This is an optimization exercise on Yosys and OpenROAD, whose aim is small area, a short achievable clock period and few clock cycles per item, not a production implementation.
Function was checked by simulation only, so behaviour that the tests miss may differ from the original.
No activity file was given, so power comes from the tool's default toggle rates.

v11:
## mat_mul
module mat_mul #
    (
        parameter integer DIM_LOG = 2,
        parameter integer DIM = 2**DIM_LOG,
        parameter integer SIZE = DIM*DIM,
        parameter integer SIZE_LOG = 2*DIM_LOG,
        parameter integer DATA_WIDTH = 32
    )
    (
        input wire  s00_axi_aclk,
        input wire  s00_axi_aresetn,
        output wire  s00_axis_tready,
        input wire [DATA_WIDTH-1 : 0] s00_axis_tdata,
        input wire  s00_axis_tlast,
        input wire  s00_axis_tvalid,
        output wire  m00_axis_tvalid,
        output wire [DATA_WIDTH-1 : 0] m00_axis_tdata,
        output wire [(DATA_WIDTH/8)-1 : 0] m00_axis_tstrb,
        output wire  m00_axis_tlast,
        input wire  m00_axis_tready,
        input wire sel,
        input wire start
    );
Settings: LEC_CHECK=0, CAP_MARGIN=20, CORE_MARGIN=2, CORE_UTILIZATION=55, CTS_BUF_LIST=sky130_fd_sc_hd__clkbuf_16, CTS_CLUSTER_DIAMETER=70, CTS_CLUSTER_SIZE=22, PLACE_DENSITY=0.7, SLEW_MARGIN=20; clock period 10.0 ns.
standard.sh (not shown) runs the stock make flow with config.mk's settings and CLKGATE_MAP_FILE= SYNTH_SCRIPT=/design/flow/synth_recipe.tcl, a recipe that flattens the netlist after the stock synthesis.
==> flow/flow/run.sh <==
#!/bin/bash
# Standard layout (the standard.sh, unchanged synthesis) with timing repair
# aimed below the 10 ns clock: repair_timing works until the setup slack
# reaches SETUP_SLACK_MARGIN, so the layout gets faster than the clock asks.
set -euo pipefail
export SETUP_SLACK_MARGIN=6.5
bash standard.sh > standard_make.log 2>&1
Testbench counts of v11, summed over its fixed seeds: cycles 6,512, jobs 192.
### v11 -> v24
Settings: PLACE_DENSITY: 0.7 -> 0.65; CORE_UTILIZATION: 55 -> 50.
diff --git a/flow/flow/run.sh b/flow/flow/run.sh
--- a/flow/flow/run.sh
+++ b/flow/flow/run.sh
@@ -4,4 +4,4 @@
 # reaches SETUP_SLACK_MARGIN, so the layout gets faster than the clock asks.
 set -euo pipefail
-export SETUP_SLACK_MARGIN=6.5
+export SETUP_SLACK_MARGIN=6.4
 bash standard.sh > standard_make.log 2>&1
[summary]
Routed wire length improves in v24 relative to v11. Setup slack in v24 is 0.029 ns above v11. Going from v11 to v24, peak clock frequency supported by timing grew slightly. Going from v11 to v24, signed area change from the synthesized netlist to the final layout now sits lower, number of standard cells in the final layout excluding fillers now larger.
Modified inputs, v3 compared to v24
Settings: CTS_CLUSTER_DIAMETER: 70 -> 60; PLACE_DENSITY: 0.65 -> 0.6; CTS_CLUSTER_SIZE: 22 -> 16; CORE_UTILIZATION: 50 -> 40.
diff --git a/flow/flow/run.sh b/flow/flow/run.sh
--- a/flow/flow/run.sh
+++ b/flow/flow/run.sh
@@ -4,4 +4,4 @@
 # reaches SETUP_SLACK_MARGIN, so the layout gets faster than the clock asks.
 set -euo pipefail
-export SETUP_SLACK_MARGIN=6.4
+export SETUP_SLACK_MARGIN=6.3
 bash standard.sh > standard_make.log 2>&1
Both conditions hold for v3: the flow ran to the end and the final layout passed the timing, DRC and antenna checks. No stage failed in v24, and the final checks on the layout all came back clean. The count of placed standard cells including taps reported for v3 is greater than that of v24 by about 7%. Final area in v3 is 0.97% above v24. [v3] post-CTS resize count fell 30% relative to v24. Between v3 and v24, the global-route track usage on met3 is lower for v3. v24 and v3 ended up with roughly the same count of multi-input gates.
Inputs modified between v3 and v19:
Settings: CTS_CLUSTER_DIAMETER changed from 60 to 70; CTS_CLUSTER_SIZE changed from 16 to 22; CORE_UTILIZATION changed from 40 to 50; PLACE_DENSITY changed from 0.6 to 0.65.
Results
Cmp v3 and v19 / cell leakage power / higher: v3
Routed wire length shrinks by a few percent when moving from v3 to v19.
When v19 is set beside v3, its part of the power in combinational logic turns out to be 0.5 points larger.

* * *

Starting RTL as in the previous note.
export LEC_CHECK = 0
export CAP_MARGIN = 20
export CORE_MARGIN = 2
export CORE_UTILIZATION = 50
export CTS_BUF_LIST = sky130_fd_sc_hd__clkbuf_16
export CTS_CLUSTER_DIAMETER = 70
export CTS_CLUSTER_SIZE = 22
export PLACE_DENSITY = 0.65
export SLEW_MARGIN = 20
create_clock -name core_clock -period 10.0 [get_ports {s00_axi_aclk}]
==> flow/flow/run.sh <==
#!/bin/bash
# Standard layout (the standard.sh, unchanged synthesis) with timing repair
# aimed below the 10 ns clock: repair_timing works until the setup slack
# reaches SETUP_SLACK_MARGIN, so the layout gets faster than the clock asks.
set -euo pipefail
export SETUP_SLACK_MARGIN=6.6
bash standard.sh > standard_make.log 2>&1
Testbench counts at the start, summed over its fixed seeds: cycles 6,512, jobs 192.
Then changed:
--- a/flow/flow/run.sh
+++ b/flow/flow/run.sh
@@ -6 +6 @@
-export SETUP_SLACK_MARGIN=6.6
+export SETUP_SLACK_MARGIN=6.5
After rerunning:
- combinational power barely changes
- final area falls by about 0.9%
- register-to-register slack stays flat
- global-route usage is about the same
- critical path depth falls by 7

* * *

mat_mul again, from the RTL that the note above started with.
// mat_mul
module mat_mul #
    (
        parameter integer DIM_LOG = 2,
        parameter integer DIM = 2**DIM_LOG,
        parameter integer SIZE = DIM*DIM,
        parameter integer SIZE_LOG = 2*DIM_LOG,
        parameter integer DATA_WIDTH = 32
    )
    (
        input wire  s00_axi_aclk,
        input wire  s00_axi_aresetn,
        output wire  s00_axis_tready,
        input wire [DATA_WIDTH-1 : 0] s00_axis_tdata,
        input wire  s00_axis_tlast,
        input wire  s00_axis_tvalid,
        output wire  m00_axis_tvalid,
        output wire [DATA_WIDTH-1 : 0] m00_axis_tdata,
        output wire [(DATA_WIDTH/8)-1 : 0] m00_axis_tstrb,
        output wire  m00_axis_tlast,
        input wire  m00_axis_tready,
        input wire sel,
        input wire start
    );
    localparam [1:0] OP_OUT = 2'd0, OP_XI = 2'd1, OP_ETA = 2'd2;
    wire rst = !s00_axi_aresetn;
    reg [31:0] f_data0, f_data1;
    reg        f_sel0, f_sel1, f_last0, f_last1;
    reg [1:0]  f_cnt;
    reg        in_ready;
    assign s00_axis_tready = in_ready;
    wire push = s00_axis_tvalid && in_ready;
    reg [31:0] mem_A [0:15];
    reg [31:0] mem_B [0:15];
    reg [3:0]  wr_addr;
    reg        active;       
    reg [3:0]  idx;          
    reg [3:0]  xi_dirty;     
    reg [3:0]  eta_dirty;    
    reg        o_v, o_l, k_v, k_l;    
    reg [31:0] r_out;
    reg [31:0] k_data;
    reg        v0, v1, v2, v3;         
    reg [1:0]  t0_op, t1_op, t2_op, t3_op;
    reg [1:0]  t0_i, t1_i, t2_i, t3_i;
    reg [1:0]  t0_j, t1_j, t2_j, t3_j;
    wire adv      = !k_v;
    wire any_dirty = (xi_dirty != 4'd0) || (eta_dirty != 4'd0);
    wire hazard   = (v0 && ((t0_op == OP_XI && t0_i == idx[3:2]) || (t0_op == OP_ETA && t0_j == idx[1:0]))) ||
                    (v1 && ((t1_op == OP_XI && t1_i == idx[3:2]) || (t1_op == OP_ETA && t1_j == idx[1:0])));
    wire do_out   = adv && active && (idx != 4'd0 || !any_dirty) && !hazard;
    wire do_aux   = adv && !do_out && any_dirty && (!active || idx == 4'd0);
    wire aux_xi   = xi_dirty != 4'd0;
    wire [1:0] xi_sel  = xi_dirty[0] ? 2'd0 : xi_dirty[1] ? 2'd1 : xi_dirty[2] ? 2'd2 : 2'd3;
  ...
export LEC_CHECK = 0
export CAP_MARGIN = 20
export CORE_MARGIN = 2
export CORE_UTILIZATION = 40
export CTS_BUF_LIST = sky130_fd_sc_hd__clkbuf_8
export PLACE_DENSITY = 0.6
export SLEW_MARGIN = 20
create_clock -name core_clock -period 10.0 [get_ports {s00_axi_aclk}]
==> flow/flow/run.sh <==
#!/bin/bash
# Standard layout (the standard.sh, unchanged synthesis) with timing repair
# aimed below the 10 ns clock: repair_timing works until the setup slack
# reaches SETUP_SLACK_MARGIN, so the layout gets faster than the clock asks.
set -euo pipefail
export SETUP_SLACK_MARGIN=6.3
bash standard.sh > standard_make.log 2>&1
Testbench counts at the start, summed over its fixed seeds: cycles 6,512, jobs 192.
Change:
Settings changed: CTS_BUF_LIST sky130_fd_sc_hd__clkbuf_8 to sky130_fd_sc_hd__clkbuf_16, CTS_CLUSTER_DIAMETER set to 70, CTS_CLUSTER_SIZE set to 22.
What happened: The changed run finished clean. Fmax went up by 2.8%. Synthesized area stays the same. Global-route usage is lower by 0.21 points. Non-clock buffer count grows by 1. Worst setup slack improved by 0.11 ns. Cell count drops by 3.6%. Worst hold slack improved by 0.038 ns. Wire length falls by 0.84%. Via count came out lower by 1.7%. Clock-buffer cell count shrinks by 241.
Change:
--- a/flow/flow/run.sh
+++ b/flow/flow/run.sh
@@ -4,4 +4,4 @@
 # reaches SETUP_SLACK_MARGIN, so the layout gets faster than the clock asks.
 set -euo pipefail
-export SETUP_SLACK_MARGIN=6.3
+export SETUP_SLACK_MARGIN=6.4
 bash standard.sh > standard_make.log 2>&1
- final cell count is higher by 0.67%
- worst setup slack gets better by 0.094 ns
- final area is higher by 0.79%
- power stays flat

-- re-timing with driven ports --
Ports are ideal in the flow. The routed layouts listed here were re-timed in OpenROAD. Step 1 assumes that a clkbuf_16 drives the clock port and a buf_2 every other input. Step 2 adds t to the input delays and takes it off the output delays; t is the mean of the earliest and latest rising clock arrival at the registers after step 1. Input paths then give back, and output paths get back, about the clock's delay inside the block. a / b / c = no drivers / after step 1 / after step 2; a / b = the first two.
run	t, ns	slack for setup (ns)	hold slack, ns	worst setup path at the end	clock arrival spread, ns
v11	0.935	6.382 / 6.286 / 5.890	0.423 / 0.423 / 0.423	input to register	0.051 / 0.051
v24	0.918	6.411 / 6.341 / 6.008	0.426 / 0.426 / 0.426	input to register	0.077 / 0.077
v3	0.952	6.354 / 6.263 / 5.966	0.423 / 0.423 / 0.423	input to register	0.112 / 0.113
v19	0.938	6.324 / 6.282 / 6.001	0.426 / 0.426 / 0.426	input to register	0.054 / 0.054
the first run of note 2	0.921	6.501 / 6.496 / 6.087	0.402 / 0.402 / 0.402	input to register	0.048 / 0.048
the second run of note 2	0.905	6.392 / 6.301 / 6.003	0.424 / 0.424 / 0.424	input to register	0.067 / 0.068
the first run of note 3	1.114	6.186 / 6.101 / 5.937	0.385 / 0.385 / 0.385	input to register	0.135 / 0.135
the second run of note 3	0.930	6.291 / 6.202 / 5.947	0.423 / 0.423 / 0.423	input to register	0.102 / 0.102
the third run of note 3	0.930	6.385 / 6.279 / 5.910	0.426 / 0.426 / 0.426	input to register	0.081 / 0.082
After both steps setup and hold are still met in every run listed. For v11, which loses most, drivers alone change the setup slack by -0.096 ns; drivers and shift together by -0.492 ns.
